This design comes from an exercise in tuning for small area on the open sky130 flow, not from production work. Only simulation tests tie the RTL to the original design; equivalence was not proved. Power figures rest on the tool's default switching activity, not on a simulated workload.

==> design.v <==
module physics_core (
   input wire           aclk,
   input wire           aresetn,
   input wire [15:0]    ip_pc_paddle_1_X,
   input wire [15:0]    ip_pc_paddle_1_Y,
   input wire [15:0]    ip_pc_paddle_1_Z,
   input wire           ip_pc_paddle_1_valid,
   input wire [15:0]    ip_pc_paddle_2_X,
   input wire [15:0]    ip_pc_paddle_2_Y,
   input wire [15:0]    ip_pc_paddle_2_Z,
   input wire           ip_pc_paddle_2_valid,
   input wire [15:0]    iBall_X,
   input wire [15:0]    iBall_Y,
   input wire [15:0]    iBall_Z,
   output wire [15:0]   pc_gr_ball_X_p1,
   output wire [15:0]   pc_gr_ball_Y_p1,
   output wire [15:0]   pc_gr_ball_Z_p1,
   output wire [15:0]   pc_gr_paddle_1_X_p1,
   output wire [15:0]   pc_gr_paddle_1_Y_p1,
   output wire [15:0]   pc_gr_paddle_1_Z_p1,
   output wire [15:0]   pc_gr_paddle_2_X_p1,
   output wire [15:0]   pc_gr_paddle_2_Y_p1,
   output wire [15:0]   pc_gr_paddle_2_Z_p1
);
localparam [1:0] S_IDLE = 2'd0, S_HIT1 = 2'd1, S_HIT2 = 2'd2, S_MOVE = 2'd3;
localparam [15:0] GRAVITY = 16'd10;
function [16:0] radd;
   input [15:0] a;
   input [15:0] b;
   input        ci;
   integer i;
   reg c;
   begin
      c = ci;
      for (i = 0; i < 16; i = i + 1) begin
         radd[i] = a[i] ^ b[i] ^ c;
         c = (a[i] & b[i]) | (a[i] & c) | (b[i] & c);
      end
      radd[16] = c;
   end
endfunction
reg [15:0] p1x, p1y, p1z, p2x, p2y, p2z;
reg [15:0] bx, by, bz;
reg [15:0] ux, uy, uz;
reg [1:0]  state;
wire idle    = (state == S_IDLE);
wire hit1_st = (state == S_HIT1);
wire [15:0] nax = ~(hit1_st ? ip_pc_paddle_1_X : bx);
wire [15:0] nay = ~(hit1_st ? ip_pc_paddle_1_Y : by);
wire [15:0] naz = ~(hit1_st ? ip_pc_paddle_1_Z : bz);
wire [16:0] f1x = radd(nax, p1x, 1'b1);
wire [16:0] f1y = radd(nay, p1y, 1'b1);
wire [16:0] f1z = radd(naz, p1z, 1'b1);
wire [16:0] f2x = radd(nax, p2x, 1'b1);
wire [16:0] f2y = radd(nay, p2y, 1'b1);
wire [16:0] d2z = radd({4'h0, naz[15:4]}, {4'h0, p2z[15:4]}, 1'b0);
wire        z2_lo_eq = (p2z[3:0] == bz[3:0]);
wire hit1 = !f1x[16] && (f1x[15:0] >= 16'd65462) &&
            !f1y[16] && (f1y[15:0] >= 16'd65487) &&
            !f1z[16] && (f1z[15:0] == 16'd65520);
wire hit2 = !f2x[16] && (f2x[15:0] >= 16'd65462) &&
            !f2y[16] && (f2y[15:0] >= 16'd65487) &&
             z2_lo_eq && d2z[12] && (d2z[11:0] == 12'd0);
wire gx = !f1x[16];
wire gy = !f1y[16];
wire gz = !f1z[16];
wire [16:0] mx = radd(f1x[15:0], GRAVITY, 1'b0);
wire [16:0] my = radd(f1y[15:0], GRAVITY, 1'b0);
wire [16:0] mz = radd(f1z[15:0], GRAVITY, 1'b0);
wire [16:0] nx = radd(nax, ux, 1'b0);
wire [16:0] ny = radd(nay, uy, 1'b0);
wire [16:0] nz = radd(naz, uz, 1'b0);
wire wall_x = (bx >= 16'd640);
wire wall_y = (by >= 16'd480) || (by == 16'd0);
wire [1:0] next_hit = hit1 ? S_HIT1 : hit2 ? S_HIT2 : S_IDLE;
always @(posedge aclk) begin
   if (!aresetn) begin
      p1x <= 16'd0; p1y <= 16'd0; p1z <= 16'd0;
      p2x <= 16'd0; p2y <= 16'd0; p2z <= 16'd0;
      state <= S_IDLE;
   end else begin
      case (state)
         S_IDLE: begin
            if (ip_pc_paddle_1_valid) begin
               p1x <= ip_pc_paddle_1_X;
               p1y <= ip_pc_paddle_1_Y;
               p1z <= ip_pc_paddle_1_Z;
            end
            if (ip_pc_paddle_2_valid) begin
               p2x <= ip_pc_paddle_2_X;
               p2y <= ip_pc_paddle_2_Y;
               p2z <= ip_pc_paddle_2_Z;
            end
            state <= next_hit;
         end
         S_HIT1: state <= S_MOVE;
         S_HIT2: state <= S_MOVE;
         S_MOVE: state <= next_hit;
      endcase
   end
end
wire move    = (state == S_MOVE);
wire c_load  = aresetn & idle;
wire c_hold  = aresetn & !idle & !move;
wire c_mx    = aresetn & move & !wall_x;              
wire c_my    = aresetn & move & !(!wall_x && wall_y);  
wire c_mz    = aresetn & move;
wire c_wx    = aresetn & move & wall_x;                
wire c_wy    = aresetn & move & !wall_x && wall_y;     
always @(posedge aclk) begin
   bx <= ({16{c_load}} & iBall_X) | ({16{c_mx}} & ~nx[15:0]) | ({16{c_hold}} & bx) | ({16{c_wx}} & 16'd320);
   by <= ({16{c_load}} & iBall_Y) | ({16{c_my}} & ~ny[15:0]) | ({16{c_hold}} & by) | ({16{c_wy}} & 16'd240);
   bz <= ({16{c_load}} & iBall_Z) | ({16{c_mz}} & ~nz[15:0]) | ({16{c_hold}} & bz);
end
wire c_ux = hit1_st & gx;
wire c_uy = hit1_st & gy;
wire c_uz = hit1_st & gz;
always @(posedge aclk) begin
   ux <= ({16{idle}} & GRAVITY) | ({16{c_ux}} & mx[15:0]) | ({16{!idle && !c_ux}} & ux);
   uy <= ({16{idle}} & GRAVITY) | ({16{c_uy}} & my[15:0]) | ({16{!idle && !c_uy}} & uy);
   uz <= ({16{idle}} & GRAVITY) | ({16{c_uz}} & mz[15:0]) | ({16{!idle && !c_uz}} & uz);
end
assign pc_gr_ball_X_p1 = bx;
assign pc_gr_ball_Y_p1 = by;
assign pc_gr_ball_Z_p1 = bz;
assign pc_gr_paddle_1_X_p1 = p1x;
assign pc_gr_paddle_1_Y_p1 = p1y;
assign pc_gr_paddle_1_Z_p1 = p1z;
assign pc_gr_paddle_2_X_p1 = p2x;
assign pc_gr_paddle_2_Y_p1 = p2y;
assign pc_gr_paddle_2_Z_p1 = p2z;
endmodule
==> flow/run.sh <==
#!/bin/bash
# Own layout flow: ORFS as the standard.sh runs it, with these changes to
# how the layout is made:
#  - synthesis maps logic with an area-oriented ABC script (flow/abc_area.script)
#    instead of ORFS's delay-oriented one;
#  - right after synthesis maps the full adders, flow/fafix.py picks each full
#    adder's polarity to save inverters (a full adder is self-dual);
#    the rest of synthesis is unchanged, so the registers, their names and
#    cells are the standard synthesis's;
#  - the port buffers are the smallest buffer cell;
#  - the clock tree uses small clock buffers; knobs in flow/knobs.sh.
# Each tool's full output goes to the ORFS logs under orfs/logs and to
# make_finish.log here.
set -euo pipefail
here=$(pwd)
rm -rf "$here/scripts_mod"
cp -r "$FLOW_HOME/scripts" "$here/scripts_mod"
cp "$here/flow/abc_area.script" "$here/scripts_mod/abc_speed.script"
python3 - "$here/scripts_mod/synth.tcl" <<'PY'
import sys
p = sys.argv[1]
s = open(p).read()
old = """  opt -fast -purge
  dont_use_after_adder_step"""
new = """  opt -fast -purge
  write_json $::env(RESULTS_DIR)/pre_fafix.json
  exec python3 $::env(FAFIX_PY) $::env(RESULTS_DIR)/pre_fafix.json $::env(RESULTS_DIR)/post_fafix.json $::env(DESIGN_NAME) >@ stdout
  delete $::env(DESIGN_NAME)
  read_json $::env(RESULTS_DIR)/post_fafix.json
  hierarchy -top $::env(DESIGN_NAME)
  opt_clean -purge
  dont_use_after_adder_step"""
assert s.count(old) == 1
open(p, 'w').write(s.replace(old, new))
PY
export FAFIX_PY="$here/flow/fafix.py"
source "$here/flow/knobs.sh"
bash standard.sh SCRIPTS_DIR="$here/scripts_mod" "${KNOBS[@]}" finish > make_finish.log 2>&1
==> flow/abc_area.script <==
strash
dch -f
amap
strash
dch -f
amap
topo
==> flow/fafix.py <==
#!/usr/bin/env python3
"""Choose the polarity of each full-adder cell to save inverters.

A full adder is self-dual: fa(~a, ~b, ~c) = (~cout, ~sum). Yosys's extract_fa
fixes each adder's polarity on its own, which leaves inverters between the
cells of a carry chain and on their operands. This reads the netlist (Yosys
JSON) right after the adders are mapped, removes every $_NOT_ gate, picks for
each sky130 fa cell whether to build it on complemented signals (a local
search that minimises the inverters needed next to adder pins), and adds back
one $_NOT_ per signal that is needed in the polarity its driver does not give.
The function of the module is unchanged.
usage: fafix.py in.json out.json top
"""
import json, sys, random

FA = 'sky130_fd_sc_hd__fa_1'
HARD_IN = {  # cell type -> input pins whose inverters logic mapping cannot absorb
    'sky130_fd_sc_hd__fa_1': ('A', 'B', 'CIN'),
    'sky130_fd_sc_hd__ha_1': ('A', 'B'),
}
SOFT_W = 0.4

def main(inp, outp, top):
    d = json.load(open(inp))
    m = d['modules'][top]
    cells = m['cells']
    maxbit = 1
    for n in m['netnames'].values():
        for b in n['bits']:
            if isinstance(b, int): maxbit = max(maxbit, b)
    for c in cells.values():
        for bits in c['connections'].values():
            for b in bits:
                if isinstance(b, int): maxbit = max(maxbit, b)
    nots = {}  # Y bit -> A bit
    notcells = []
    for name, c in cells.items():
        if c['type'] == '$_NOT_':
            nots[c['connections']['Y'][0]] = c['connections']['A'][0]
            notcells.append(name)

    def lit(b):
        inv = 0
        seen = 0
        while isinstance(b, int) and b in nots:
            b = nots[b]; inv ^= 1; seen += 1
            if seen > 1000: raise SystemExit('NOT loop')
        if isinstance(b, str):  # constant
            if b in ('0', '1') and inv:
                return ('1' if b == '0' else '0', 0)
            return (b, 0) if not inv else (b, 1)
        return (b, inv)

    fas = [n for n, c in cells.items() if c['type'] == FA]
    fa_idx = {n: i for i, n in enumerate(fas)}
    # base bit -> driving fa index (its outputs)
    out_fa = {}
    for n in fas:
        for p in ('COUT', 'SUM'):
            out_fa[m['cells'][n]['connections'][p][0]] = fa_idx[n]
    # consumers: list of (cellname or None for port, pin/portname, index, base, inv, hard, fa_index or -1)
    cons = []
    for name, c in cells.items():
        if c['type'] == '$_NOT_':
            continue
        dirs = c.get('port_directions', {})
        for p, bits in c['connections'].items():
            if dirs.get(p, 'input') != 'input':
                continue
            for k, b in enumerate(bits):
                base, inv = lit(b)
                hard = p in HARD_IN.get(c['type'], ())
                cons.append((name, p, k, base, inv, hard, fa_idx.get(name, -1) if c['type'] == FA else -1))
    port_bits = []  # (original bit, base, inv) of output port bits
    pinned = set()
    for pname, pd in m['ports'].items():
        if pd['direction'] == 'output':
            for k, b in enumerate(pd['bits']):
                base, inv = lit(b)
                if isinstance(b, int) and b in out_fa:
                    pinned.add(out_fa[b])
                if isinstance(b, int) and b in nots:
                    port_bits.append((b, base, inv))
                    cons.append((None, pname, k, base, inv, True, -1))

    # per base: list of consumer indices
    by_base = {}
    for i, cn in enumerate(cons):
        if isinstance(cn[3], int):
            by_base.setdefault(cn[3], []).append(i)
    bases = list(by_base)
    pol = [0] * len(fas)
    # bases touched by each fa (its outputs and its inputs' bases)
    touch = [set() for _ in fas]
    for b in bases:
        if b in out_fa: touch[out_fa[b]].add(b)
        for i in by_base[b]:
            if cons[i][6] >= 0: touch[cons[i][6]].add(b)

    def base_cost(b):
        phys = pol[out_fa[b]] if b in out_fa else 0
        hard = soft = False
        for i in by_base[b]:
            _, _, _, _, inv, h, f = cons[i]
            need = inv ^ (pol[f] if f >= 0 else 0)
            if need != phys:
                if h: hard = True
                else: soft = True
        return 1.0 if hard else (SOFT_W if soft else 0.0)

    def local(f):
        return sum(base_cost(b) for b in touch[f])

    total0 = sum(base_cost(b) for b in bases)
    rnd = random.Random(1)
    improved = True
    it = 0
    while improved and it < 100:
        improved = False
        it += 1
        order = list(range(len(fas)))
        rnd.shuffle(order)
        for f in order:
            if f in pinned: continue
            before = local(f)
            pol[f] ^= 1
            after = local(f)
            if after < before - 1e-9:
                improved = True
            else:
                pol[f] ^= 1
    # try flipping pairs of neighbouring cells (carry chains)
    for _ in range(3):
        for f in range(len(fas)):
            for b in list(touch[f]):
                for i in by_base[b]:
                    g = cons[i][6]
                    if g < 0 or g == f or f in pinned or g in pinned: continue
                    s = touch[f] | touch[g]
                    before = sum(base_cost(x) for x in s)
                    pol[f] ^= 1; pol[g] ^= 1
                    after = sum(base_cost(x) for x in s)
                    if after >= before - 1e-9:
                        pol[f] ^= 1; pol[g] ^= 1
    total1 = sum(base_cost(b) for b in bases)

    # rebuild
    for n in notcells:
        del cells[n]
    inv_bit = {}
    newcells = {}
    def get_inv(b):
        if b not in inv_bit:
            nonlocal maxbit
            maxbit += 1
            nb = maxbit
            inv_bit[b] = nb
            newcells['$fafix$not$%d' % nb] = {
                'hide_name': 1, 'type': '$_NOT_', 'parameters': {}, 'attributes': {},
                'port_directions': {'A': 'input', 'Y': 'output'},
                'connections': {'A': [b], 'Y': [nb]}}
        return inv_bit[b]
    for (name, p, k, base, inv, hard, f) in cons:
        need = inv ^ (pol[f] if f >= 0 else 0)
        if isinstance(base, str):
            if base in ('0', '1'):
                v = base if not need else ('1' if base == '0' else '0')
            else:
                v = base  # x/z: leave
            bit = v
        else:
            phys = pol[out_fa[base]] if base in out_fa else 0
            bit = base if need == phys else get_inv(base)
        if name is None:
            # the port keeps its bit, which a NOT drove: drive it again
            b0 = m['ports'][p]['bits'][k]
            newcells['$fafix$portdrv$%d' % b0] = {
                'hide_name': 1, 'type': '$_BUF_', 'parameters': {}, 'attributes': {},
                'port_directions': {'A': 'input', 'Y': 'output'},
                'connections': {'A': [bit], 'Y': [b0]}}
        else:
            cells[name]['connections'][p][k] = bit
    cells.update(newcells)
    # netnames of NOT outputs that vanished: drop them; names on flipped fa
    # outputs now carry the complement, so drop those too (purely cosmetic)
    driven = set()
    for c in cells.values():
        for p, bits in c['connections'].items():
            if c.get('port_directions', {}).get(p) == 'output':
                driven.update(b for b in bits if isinstance(b, int))
    for pd in m['ports'].values():
        if pd['direction'] == 'input':
            driven.update(b for b in pd['bits'] if isinstance(b, int))
    flipped_out = set(b for b, f in out_fa.items() if pol[f])
    for nn in list(m['netnames']):
        if nn in m['ports']:
            continue
        bits = m['netnames'][nn]['bits']
        if any(isinstance(b, int) and (b not in driven or b in flipped_out) for b in bits):
            del m['netnames'][nn]
    json.dump({'creator': d.get('creator', ''), 'modules': {top: m}}, open(outp, 'w'))
    print('fafix: %d fa cells, %d flipped, %d NOT gates before, %d after, cost %.1f -> %.1f'
          % (len(fas), sum(pol), len(notcells), len(newcells), total0, total1))

if __name__ == '__main__':
    main(sys.argv[1], sys.argv[2], sys.argv[3])
==> flow/knobs.sh <==
KNOBS=(
  "BUFFER_PORTS_ARGS=-buffer_cell sky130_fd_sc_hd__buf_1"
  "CTS_ARGS=-sink_clustering_enable -repair_clock_nets -buf_list sky130_fd_sc_hd__clkbuf_8 -dont_use_dummy_load"
  "CORE_UTILIZATION=70"
  "PLACE_DENSITY=0.75"
  "SLEW_MARGIN=5"
  "CAP_MARGIN=5"
)
==> standard.sh <==
#!/bin/bash
# synth_recipe.tcl (not shown) runs the flow's synth.tcl, then flattens the netlist and writes it again
# the make line also repeats each setting of config.mk as NAME=value (left out here)
make -C /OpenROAD-flow-scripts/flow DESIGN_CONFIG=/design/flow/config.mk WORK_HOME=/design/flow/orfs CLKGATE_MAP_FILE= SYNTH_SCRIPT=/design/flow/synth_recipe.tcl "${@:-finish}"
==> config.mk <==
export PLATFORM = sky130hd
export DESIGN_NAME = physics_core
export DESIGN_NICKNAME = physics_core
export VERILOG_FILES = /design/flow/design.v
export SDC_FILE = /design/flow/constraint.sdc
export NUM_CORES = 4
export LEC_CHECK = 0
export CAP_MARGIN = 20
export CORE_MARGIN = 2
export CORE_UTILIZATION = 40
export SLEW_MARGIN = 20
==> constraint.sdc <==
create_clock -name core_clock -period 10.0 [get_ports {aclk}]
set_input_delay 2.0000 -clock core_clock [delete_from_list [all_inputs] [get_ports {aclk}]]
set_output_delay 2.0000 -clock core_clock [all_outputs]
set_load 0.01 [all_outputs]
==> metrics.md, run 1 <==
| Metric | Value |
|---|---|
| Async SR Flop Fraction | 0 |
| CP bufs+invs | 3 |
| Unrepaired setup endpoints after global routing | false |
| Average size of a mapped cell | roughly 11 um2 |
| Sinks on Clock Net | ~190 |
| Syn Nets | 1244 |
| YS warnings | 1 |
| Critical path's top delay family | adder cells |
| Setup crit end kind | flip-flop |
| Area grow syn2layout | 16.7% |
| Internal | roughly 1100 uW |
| Hold Buf Count CTS | 0 |
| CP max-delay cell | or4_1 |
| Inserted Diodes | 0 |
| Area of the multi-input gates | approximately 6000 um2 |
| First-pass GRT wire length | roughly 50000 um |
| Chip width | 124 um |
| Pre-CTS setup slack | -93.7 ps |
| Clk buf depth | 2 |
| Share of layout cells above drive strength 1 | 0.0298 |
| Hold Slack | roughly 470 ps |
| Most common cell in the netlist | dfxtp_1 |
| CP max FO | 2 |
| Worst setup SP type | input pin |
| VDD IR max | 0.135 mV |
| H-tree depth | 4 |
| Share of power burned in registers | 0.509 |
| Sequential area share after synthesis | 0.384 |
| GR Overflow Total | 0 |
| Synthesis-stage register bit count | between 150 and 200 |
| Tcrit/Tclk final | 0.968 |
| Worst stage delay on the critical path | 500 ps |
| Type of the worst setup path | in -> reg |
| Post-DP HPWL | between 20000 and 25000 um |
| Number of synthesized flops with an enable pin | 0 |
| Grt met2 use | 0.673 |
| Req. time, crit path | approximately 10000 ps |
| DRC viols | 0 |
| Post-synth top area share | 0.384 |
| Clock slew at reported path FFs | around 80 ps |
| Max Clock Freq | slightly above 100 MHz |
| CP dominant cell by count | fa_1 |
| Ports | between 200 and 300 |
| Dpl cells | between 1000 and 1500 |
| Worst Clk Skew | approximately 24 ps |
| Post_cts resized | 0 |
| CTS Buf Count | 17 |
| Routing usage on met1 | 0.518 |
| Final Non-Filler Cells | around 1400 |
| Post-route ant nets | 0 |
| CTS root buffer | clkbuf_8 |
| Final setup margin | around 320 ps |
| Primary FF master, synth | dfxtp_1 |
| Vias per std cell | around 6.7 |
| Hold/Removal Path Class | reg -> reg |
| Mapped Area | between 10000 and 15000 um2 |
| Starting Density | 0.723 |
| Combinational power share | 0.255 |
| Design Power | 1680 uW |
| Die area | ~15000 um2 |
| Synthesized instance count | approximately 900 |
| Final Slew Violations | 0 |
| Setup tns final | 0 ps |
| GPL Wtd Cong | 0.884 |
| Worst-margin pin slew | around 1300 ps |
| Most crowded layer after global routing | met2 |
| Worst EP arrival | around 10000 ps |
| Final hold violations | 0 |
| FF/Latch Area | around 3900 um2 |
| Post-synth top area cell | dfxtp_1 |
| Status | finished clean |
| M3 GR Usage | 0.0990 |
| Die Span Y | approximately 120 um |
| Final WL | 31300 um |
| WL/cell | 22.0 um |
| Largest net degree at the start of global routing | 69 |
| Std cell rows | 43 |
| Tmin final | between 9000 and 10000 ps |
| Core Area | about 14000 um2 |
| Worst skew pair latency | ~470 ps |
| Total GRT Usage | 0.406 |
| Nets | 1568 |
| Sw frac | 0.320 |
| Detailed Route Iter0 Violations | between 1000 and 1500 |
| Final setup violation count | 0 |
| Clk pwr share | 0.236 |
| Power per cell area | 142 nW/um2 |
| P_sw | roughly 540 uW |
| CTS tree | yes |
| Number of iterations in the first detailed-routing pass | 6 |
| Post-CTS setup buffer count | 0 |
| Fillers | 860 |
| Netlist cell types | 35 |
| Lkg Pwr | between 0.004 and 0.005 uW |
| Rel. slew slack | 0.154 |
| IO Port Bufs | ~290 |
| Initial antenna violation count | 0 |
| Area contributors post-synth | dfxtp_1 (38%), fa_1 (25%), o22ai_1 (8.5%), ha_1 (6.3%), nor2_1 (4.3%) |
| Max-cap violation count | 0 |
| Total vias in the final route | roughly 9500 |
| Vias in the first global route | about 9500 |
| Most frequent cells after synthesis | dfxtp_1 (194), o22ai_1 (138), fa_1 (127), nor2_1 (116), clkinv_1 (61) |
[cell usage in the layout (no fill, tap or decap), drive strengths merged, types with 12 or more instances in the layout]
master,count
buf,305
dfxtp,194
o221ai,14
clkinv,60
a22oi,27
fa,127
nor2,116
nand4,12
nand2,32
o22ai,138
o21ai,45
clkbuf,17
a22o,36
ha,51
[path summary, 6_finish.rpt]
path,startpoint,endpoint,slack [ps],cells past startpoint
max,ip_pc_paddle_1_X[0],state[1],320,26
min,p1x[0],p1x[0],470,2
max reg2reg,state[0],state[1],750,26
min reg2reg,p1x[0],p1x[0],470,2
[metal layers]
metal,wire length [um],part of all wire,vias to the layer above
li1,-,-,4068
met4,1480,0.047,0
met1,11300,0.36,4536
met2,15000,0.48,759
met5,0,0,-
met3,3550,0.11,132
[area by class of cell]
cell class,instances,share of cell area
Clock buffer,17,0.0198
Inverter,61,0.0194
Multi-Input combinational cell,663,0.510
Sequential cell,194,0.329
Tap cell,180,0.0191
Timing Repair Buffer,305,0.102
[state kept, by name, indices dropped and copies added, names as in the netlist]
| name | cells |
|---|---|
| uy | 16 |
| p1y | 16 |
| bx | 16 |
| p2z | 16 |
| by | 16 |
| bz | 16 |
| p2y | 16 |
| ux | 16 |
| p1z | 16 |
| uz | 16 |
| p2x | 16 |
| state | 2 |
| p1x | 16 |
[cells by family (layout without fill, tap and decap cells)]
family | count (synthesis) | count (layout) | share of synthesized area
AO/OA/AOI/OAI | 298 | 298 | 0.199
flip-flops | 194 | 194 | 0.384
AND/OR/NAND/NOR | 187 | 187 | 0.0798
adder cells (fa/ha/maj) | 178 | 178 | 0.314
buffers and inverters | 61 | 383 | 0.0226
[tightest hold or removal path, cell delays in order, from the launching register on]
cell and delay (ps):
dfxtp_1 320, clkinv_1 60, a21oi_1 50
[power groups by stage]
stage / sequential (uW) / combinational [uW] / clock (uW)
floorplan: 878 / 239 / 0
global placement: 870 / 394 / 0
detailed placement: 872 / 414 / 0
CTS: 854 / 420 / 390
global route: 860 / 475 / 420
finish: 855 / 427 / 396
[metrics by stage]
step / utilization / cell area [um2]
global route: 0.844 / 11800
finish: 0.844 / 11800
CTS: 0.844 / 11800
floorplan: - / 10100
detailed placement: 0.827 / 11600
global placement: 0.827 / 11600
==> run 2: changes to the inputs <==
==> flow/knobs.sh (replaced) <==
KNOBS=(
  "BUFFER_PORTS_ARGS=-buffer_cell sky130_fd_sc_hd__buf_1"
  "CTS_ARGS=-sink_clustering_enable -repair_clock_nets -buf_list sky130_fd_sc_hd__clkbuf_8 -dont_use_dummy_load"
  "CORE_UTILIZATION=75"
  "PLACE_DENSITY=0.8"
  "SLEW_MARGIN=5"
  "CAP_MARGIN=5"
)
==> run 2 against run 1 <==
Effect of this change: critical path type unchanged; worst hold slack improved by 2.9 ps; maximum frequency about the same; clock skew increased by 0.57 ps; final cell count decreased by 0.21%; global-route usage increased by 4.2 points; clock-buffer cell count unchanged; still clean; first-iteration DRC count increased by 3.3%.
==> metrics.md, run 2 <==
| Metric | Value |
|---|---|
| Worst setup SP type | input pin (unchanged) |
| Final hold violations | 0 (unchanged) |
| Starting Density | 0.767 (was 0.723) |
| Worst EP arrival | 10070 ps (about the same) |
| Syn Nets | 1244 (unchanged) |
| Vias per std cell | 6.80 (was 6.69) |
| Hold Buf Count CTS | 0 (unchanged) |
| GR Overflow Total | 0 (unchanged) |
| Internal | 1140 uW (about the same) |
| Netlist cell types | 35 (unchanged) |
| Req. time, crit path | 10400 ps (was 10390 ps) |
| Design Power | 1680 uW (about the same) |
| Flop-to-flop setup slack | 690 ps (was 750 ps) |
| CP bufs+invs | 3 (unchanged) |
| Post-synth top area cell | dfxtp_1 (unchanged) |
| CP max-delay cell | or4_1 (unchanged) |
| P_sw | 535 uW (was 537 uW) |
| Commonest non-fill, non-tap cells in the layout | buf_1 (291), dfxtp_1 (194), o22ai_1 (138), fa_1 (127), nor2_1 (115) (unchanged) |
| Total vias in the final route | 9640 (was 9495) |
| Share of power burned in registers | 0.510 (was 0.509) |
| Number of iterations in the first detailed-routing pass | 11 (was 6) |
| Synthesis-stage register bit count | 194 (unchanged) |
| First-pass GRT wire length | 49100 um (was 49700 um) |
| Initial antenna violation count | 0 (unchanged) |
| Lkg Pwr | 0.00439 uW (about the same) |
| Final WL | 31400 um (was 31300 um) |
| Clock slew at reported path FFs | 90 ps (was 80 ps) |
| CTS tree | yes (unchanged) |
| Async SR Flop Fraction | 0 (unchanged) |
| Post-DP HPWL | 22800 um (was 23000 um) |
| Post-CTS setup buffer count | 0 (unchanged) |
| Chip width | 120 um (was 124 um) |
| Mapped Area | 10100 um2 (unchanged) |
| CTS Buf Count | 17 (unchanged) |
| Tmin final | 9680 ps (about the same) |
| Post-route ant nets | 0 (unchanged) |
| GPL Wtd Cong | 0.922 (was 0.884) |
| Max-cap violation count | 0 (unchanged) |
| Synthesized instance count | 918 (unchanged) |
| Most common cell after layout, fill and taps aside | buf_1 (unchanged) |
| DRC viols | 0 (unchanged) |
| Primary FF master, synth | dfxtp_1 (unchanged) |
| Clk pwr share | 0.234 (was 0.236) |
| CP max FO | 2 (unchanged) |
| Worst stage delay on the critical path | 520 ps (was 500 ps) |
| Average size of a mapped cell | 11.0 um2 (unchanged) |
| Cell area after layout | 11800 um2 (about the same) |
| Number of synthesized flops with an enable pin | 0 (unchanged) |
| Sequential area share after synthesis | 0.384 (unchanged) |
| Largest net degree at the start of global routing | 72 (was 69) |
| Clk buf depth | 2 (unchanged) |
| Die area | 14400 um2 (was 15400 um2) |
| Unrepaired setup endpoints after global routing | false (unchanged) |
| Area grow syn2layout | 16.7% (about the same) |
| Hold/Removal Path Class | reg -> reg (unchanged) |
| CTS root buffer | clkbuf_8 (unchanged) |
| Setup tns final | 0 ps (unchanged) |
| Critical Path Start | ip_pc_paddle_1_X[0] (unchanged) |
| Worst Clk Skew | 24.7 ps (was 24.1 ps) |
| Worst skew pair latency | 470 ps (about the same) |
| Area contributors post-synth | dfxtp_1 (38%), fa_1 (25%), o22ai_1 (8.5%), ha_1 (6.3%), nor2_1 (4.3%) (unchanged) |
| Worst-margin pin slew | 1130 ps (was 1260 ps) |
| Inserted Diodes | 0 (unchanged) |
| Std cell rows | 42 (was 43) |
| Share of layout cells above drive strength 1 | 0.0306 (was 0.0298) |
| Core Area | 13200 um2 (was 14000 um2) |
| Pre-CTS setup slack | -119 ps (was -93.7 ps) |
| Final setup margin | 324 ps (was 321 ps) |
| Combinational power share | 0.256 (was 0.255) |
| Sinks on Clock Net | 194 (unchanged) |
| Rel. slew slack | 0.247 (was 0.154) |
| Detailed Route Iter0 Violations | 1137 (was 1101) |
| Ports | 292 (unchanged) |
| Origin of the critical flop-to-flop path | state[1] (was state[0]) |
| Most frequent cells after synthesis | dfxtp_1 (194), o22ai_1 (138), fa_1 (127), nor2_1 (116), clkinv_1 (61) (unchanged) |
| Nets | 1569 (was 1568) |
| Hold Path Origin | ux[0] (was p1x[0]) |
| Sw frac | 0.319 (was 0.320) |
| Post_cts resized | 0 (unchanged) |
| Type of the worst setup path | in -> reg (unchanged) |
| H-tree depth | 4 (unchanged) |
| Final Slew Violations | 0 (unchanged) |
| Status | finished clean (unchanged) |
| Critical path's top delay family | adder cells (unchanged) |
| Most common cell in the netlist | dfxtp_1 (unchanged) |
| DP Area | 11600 um2 (about the same) |
| Power per cell area | 142 nW/um2 (about the same) |
| Die Span Y | 120 um (was 124 um) |
| Final setup violation count | 0 (unchanged) |
| Tcrit/Tclk final | 0.968 (about the same) |
| IO Port Bufs | 291 (unchanged) |
| Max Clock Freq | 103 MHz (about the same) |
| Final Util | 0.895 (was 0.844) |
| Vias in the first global route | 9460 (was 9548) |
| VDD IR max | 0.123 mV (was 0.135 mV) |
| CP dominant cell by count | fa_1 (unchanged) |
| WL/cell | 22.2 um (was 22.0 um) |
| YS warnings | 1 (unchanged) |
| Setup crit end kind | flip-flop (unchanged) |
| Post-synth top area share | 0.384 (unchanged) |
| Total GRT Usage | 0.448 (was 0.406) |
-- run 2: cell counts after synthesis --
No cell type changed its count.
-- run 2: per-stage QoR --
stage | cells | hold slack (ps)
3_5_place_dp | 1400 | 455
5_1_grt | 1417 | 493
3_3_place_gp | 1400 | 448
6_report | 1417 | 473
2_1_floorplan | 918 | 432
4_1_cts | 1417 | 470
-- run 2: tightest hold or removal path, stage by stage (launching register included) --
cell and delay (ps):
dfxtp_1 330, nand2_1 50, o21ai_0 60
-- run 2: power by group through the flow --
stage / Sequential (uW) / Combinational, uW / Clock (uW)
6_report: 854 / 429 / 393
3_5_place_dp: 870 / 413 / 0
5_1_grt: 859 / 475 / 426
4_1_cts: 853 / 420 / 390
3_3_place_gp: 869 / 392 / 0
2_1_floorplan: 878 / 239 / 0
-- run 2: area by class of cell --
class,count,area (um2)
clock buffer,17,234
fill,651,1380
inverter,61,229
multi-input combinational,663,6020
sequential,194,3880
tap,176,220
timing repair buffer,306,1220
-- run 2: cell families after synthesis --
family	count (synthesis)	share of synthesized area
AND/OR/NAND/NOR	187	0.0798
buffers and inverters	61	0.0226
adder cells (fa/ha/maj)	178	0.314
AO/OA/AOI/OAI	298	0.199
flip-flops	194	0.384
-- run 2: final timing paths --
kind | cells after the start | endpoint
max reg2reg | 28 | state[1]
min | 2 | ux[0]
min reg2reg | 2 | ux[0]
max | 26 | state[1]
-- run 2: routing by layer --
layer / vias up / part of all wire / GRT usage
met5: - / 0 / 0
li1: 4075 / - / -
met2: 782 / 0.48 / 0.719
met1: 4611 / 0.36 / 0.568
met3: 172 / 0.11 / 0.121
met4: 0 / 0.054 / 0.218
==> run 3: changes to the inputs <==
--- a/design.v
+++ b/design.v
@@ -24,3 +24,3 @@
 );
-localparam [1:0] S_IDLE = 2'd0, S_HIT1 = 2'd1, S_HIT2 = 2'd2, S_MOVE = 2'd3;
+localparam [1:0] S_IDLE = 2'd0, S_HIT1 = 2'd3, S_HIT2 = 2'd1, S_MOVE = 2'd2;
 localparam [15:0] GRAVITY = 16'd10;
==> flow/knobs.sh (replaced) <==
KNOBS=(
  "BUFFER_PORTS_ARGS=-buffer_cell sky130_fd_sc_hd__buf_1"
  "CTS_ARGS=-sink_clustering_enable -repair_clock_nets -buf_list sky130_fd_sc_hd__clkbuf_8 -dont_use_dummy_load"
  "CORE_UTILIZATION=70"
  "PLACE_DENSITY=0.75"
  "SLEW_MARGIN=5"
  "CAP_MARGIN=5"
)
==> run 3 against run 2 <==
Effect of this change: wire length down 1.2%; register-to-register slack improved by 520 ps; non-clock buffer count fell by 1; synthesized cell count decreased by 0.98%; die area up 6.5%; global-route usage fell by 3.4 points; critical path depth is 2 lower; combinational power fell by 2%; first-iteration DRC count fell by 13%; critical path type unchanged; largest power group unchanged.
==> metrics.md, run 3 <==
| Metric | Value |
|---|---|
| Status | finished clean (unchanged) |
| GR Overflow Total | 0 (unchanged) |
| Nets | 1555 (was 1569) |
| Final setup margin | 589 ps (was 324 ps) |
| Pre-CTS setup slack | 177 ps (was -119 ps) |
| Tmin final | 9410 ps (was 9680 ps) |
| Setup tns final | 0 ps (unchanged) |
| Final hold violations | 0 (unchanged) |
| Average size of a mapped cell | 11.1 um2 (was 11.0 um2) |
| R2r worst-path depth | 26 (was 28) |
| CTS root buffer | clkbuf_8 (unchanged) |
| Number of synthesized flops with an enable pin | 0 (unchanged) |
| Netlist cell types | 35 (unchanged) |
| Flop-to-flop setup slack | 1210 ps (was 690 ps) |
| Lkg Pwr | 0.00430 uW (was 0.00439 uW) |
| Most common cell after layout, fill and taps aside | buf_1 (unchanged) |
| Rel. slew slack | 0.217 (was 0.247) |
| CP max FO | 3 (was 2) |
| WL/cell | 22.0 um (was 22.2 um) |
| CTS tree | yes (unchanged) |
| Largest family of logic cells by synthesized area | adder cells (unchanged) |
| VDD IR max | 0.126 mV (was 0.123 mV) |
| Compound-Gate Fraction of Synth Area | 0.208 (was 0.199) |
| Chip width | 124 um (was 120 um) |
| Share of layout cells above drive strength 1 | 0.0292 (was 0.0306) |
| Synthesis-stage register bit count | 194 (unchanged) |
| Clk buf depth | 2 (unchanged) |
| Req. time, crit path | 10420 ps (was 10400 ps) |
| First-pass GRT wire length | 47400 um (was 49100 um) |
| Final WL | 31000 um (was 31400 um) |
| Number of iterations in the first detailed-routing pass | 6 (was 11) |
| Core Area | 14000 um2 (was 13200 um2) |
| Inserted Diodes | 0 (unchanged) |
| Hold/Removal Path Class | reg -> reg (unchanged) |
| Fraction of synthesized cell area in xor and xnor cells | 0 (unchanged) |
| Final Util | 0.840 (was 0.895) |
| Synthesized instance count | 909 (was 918) |
| Unrepaired setup endpoints after global routing | false (unchanged) |
| Initial antenna violation count | 1 (was 0) |
| Most common cell in the netlist | dfxtp_1 (unchanged) |
| Worst Clk Skew | 32.4 ps (was 24.7 ps) |
| GPL Wtd Cong | 0.937 (was 0.922) |
| Mapped Area | 10100 um2 (about the same) |
| DRC viols | 0 (unchanged) |
| Vias per std cell | 6.70 (was 6.80) |
| Detailed Route Iter0 Violations | 985 (was 1137) |
| Simple-gate share of the synthesized area | 0.0790 (was 0.0798) |
| Sw frac | 0.319 (about the same) |
| Clk pwr share | 0.236 (was 0.234) |
| YS warnings | 1 (unchanged) |
| Internal | 1140 uW (about the same) |
| Std cell rows | 43 (was 42) |
| P_sw | 533 uW (was 535 uW) |
| Max-cap violation count | 0 (unchanged) |
| Multiplexer area fraction after synthesis | 0 (unchanged) |
| Worst EP arrival | 9830 ps (was 10070 ps) |
| Total vias in the final route | 9454 (was 9640) |
| Adder and majority gate portion of the synthesized area | 0.310 (was 0.314) |
| WHS Path Cells | 2 (unchanged) |
| CTS Buf Count | 17 (unchanged) |
| Area grow syn2layout | 16.6% (was 16.7%) |
| Most frequent cells after synthesis | dfxtp_1 (194), o22ai_1 (144), fa_1 (126), nor2_1 (122), o21ai_0 (49) (was dfxtp_1 (194), o22ai_1 (138), fa_1 (127), nor2_1 (116), clkinv_1 (61)) |
| Post-CTS setup buffer count | 0 (unchanged) |
| Clock slew at reported path FFs | 90 ps (about the same) |
| Share of power burned in registers | 0.511 (was 0.510) |
| IO Port Bufs | 291 (unchanged) |
| Vias in the first global route | 8981 (was 9460) |
| Post_cts resized | 0 (unchanged) |
| Post-DP HPWL | 22700 um (was 22800 um) |
| Final Slew Violations | 0 (unchanged) |
| Design Power | 1670 uW (was 1680 uW) |
| Total GRT Usage | 0.415 (was 0.448) |
| Syn Nets | 1231 (was 1244) |
| Post-synth top area share | 0.385 (was 0.384) |
| Area contributors post-synth | dfxtp_1 (39%), fa_1 (25%), o22ai_1 (8.9%), ha_1 (6.0%), nor2_1 (4.5%) (was dfxtp_1 (38%), fa_1 (25%), o22ai_1 (8.5%), ha_1 (6.3%), nor2_1 (4.3%)) |
| Sinks on Clock Net | 194 (unchanged) |
| Worst setup SP type | input pin (unchanged) |
| Power per cell area | 142 nW/um2 (about the same) |
| Sequential area share after synthesis | 0.385 (was 0.384) |
| Commonest non-fill, non-tap cells in the layout | buf_1 (291), dfxtp_1 (194), o22ai_1 (144), fa_1 (126), nor2_1 (121) (was buf_1 (291), dfxtp_1 (194), o22ai_1 (138), fa_1 (127), nor2_1 (115)) |
| Final Non-Filler Cells | 1411 (was 1417) |
| Post-route ant nets | 0 (unchanged) |
| Combinational power share | 0.252 (was 0.256) |
| Hold Buf Count CTS | 0 (unchanged) |
| Max Clock Freq | 106 MHz (was 103 MHz) |
| Async SR Flop Fraction | 0 (unchanged) |
| Largest net degree at the start of global routing | 92 (was 72) |
| Post-synth top area cell | dfxtp_1 (unchanged) |
| Worst skew pair latency | 490 ps (was 470 ps) |
| Dpl cells | 1394 (was 1400) |
| Primary FF master, synth | dfxtp_1 (unchanged) |
| Starting Density | 0.720 (was 0.767) |
| Worst-margin pin slew | 1160 ps (was 1130 ps) |
| H-tree depth | 4 (unchanged) |
| Die Span Y | 124 um (was 120 um) |
| Setup crit end kind | flip-flop (unchanged) |
| Tcrit/Tclk final | 0.941 (was 0.968) |
| Final setup violation count | 0 (unchanged) |
| Type of the worst setup path | in -> reg (unchanged) |
| Die area | 15400 um2 (was 14400 um2) |
| Ports | 292 (unchanged) |
[run 3: cell types whose count changed after synthesis, moves of 6 or more]
cell	previous run	this run
a22o_1	36	0
a32o_1	0	35
clkinv_1	61	48
o221ai_1	14	6
a22oi_1	27	33
nor2_1	116	122
o22ai_1	138	144
[run 3: power by group through the flow]
stage / registers (uW) / clock network (uW) / logic [uW]
after floorplan: 879 / 0 / 238
after global placement: 871 / 0 / 389
after detailed placement: 872 / 0 / 411
after CTS: 854 / 395 / 417
after global routing: 860 / 422 / 475
final: 855 / 396 / 422
[run 3: logic make-up after synthesis]
family / count (synthesis)
AO/OA/AOI/OAI: 308
adder cells (fa/ha/maj): 174
flip-flops: 194
AND/OR/NAND/NOR: 185
buffers and inverters: 48
[run 3: worst max-delay path: stages]
cell and delay, ps:
buf_1 140, o22ai_1 130, clkinv_1 80, ha_1 140, clkinv_1 70, fa_1 390, fa_1 400, fa_1 390
fa_1 380, fa_1 390, fa_1 390, fa_1 390, fa_1 400, fa_1 430, fa_1 420, fa_1 430
fa_1 430, fa_1 400, fa_1 390, fa_1 540, nand4_1 100, or4_1 490, nor4_1 340, o21a_1 170
[run 3: cell type report]
cell class,count,area [um2]
well taps,180,225
clock buffers,17,234
flip-flops and latches,194,3880
repair buffers,305,1200
multi-input cells,667,6030
fillers,884,2240
inverters,48,181
[run 3: path summary, 6_finish.rpt]
path                       startpoint  endpoint
hold / removal                 p1x[0]    p1x[0]
setup reg to reg             state[0]     uy[3]
hold reg to reg                p1x[0]    p1x[0]
setup / recovery  ip_pc_paddle_1_Z[0]  state[0]
[run 3: metrics by stage]
stage	hold slack [ps]	area, um2
after floorplan	442	10100
after global placement	457	11500
after detailed placement	462	11500
after CTS	475	11800
after global routing	496	11800
final	471	11800
[run 3: per-layer routing]
metal  share of wire  vias to the layer above  global-route usage  wire length [um]
li1                -                     4079                   -                 -
met1            0.37                     4563               0.532             11500
met2            0.48                      700               0.681             15000
met3            0.11                      110               0.102              3300
met4           0.039                        2               0.170              1200
met5         0.00048                        -                   0                15

[static timing again, ports no longer ideal]
The results above use ideal ports. As a check the final layouts listed here were re-extracted and re-timed, cells and wires unchanged.
Step 1 assumes that a clkbuf_16 drives the clock port and a buf_2 every other input.
Step 2 adds t to the input delays and takes it off the output delays; t is the mean of the earliest and latest rising clock arrival at the registers after step 1. Input paths then give back, and output paths get back, about the clock's delay inside the block.
Slacks: ideal / step 1 / step 2; pairs: ideal / step 1.
| run | shift t [ns] | setup WS [ns] | pins driven straight from the clock port |
|---|---|---|---|
| run 1 | 0.495 | 0.321 / 0.338 / -0.157 | 1 |
| run 2 | 0.501 | 0.324 / 0.340 / -0.161 | 1 |
| run 3 | 0.516 | 0.589 / 0.599 / 0.084 | 1 |
Met with ideal ports but missed after step 2: setup timing in run 1 and run 2. The setup slack of run 3, which loses most, moves by +0.010 ns with the drivers and by -0.505 ns with both steps.
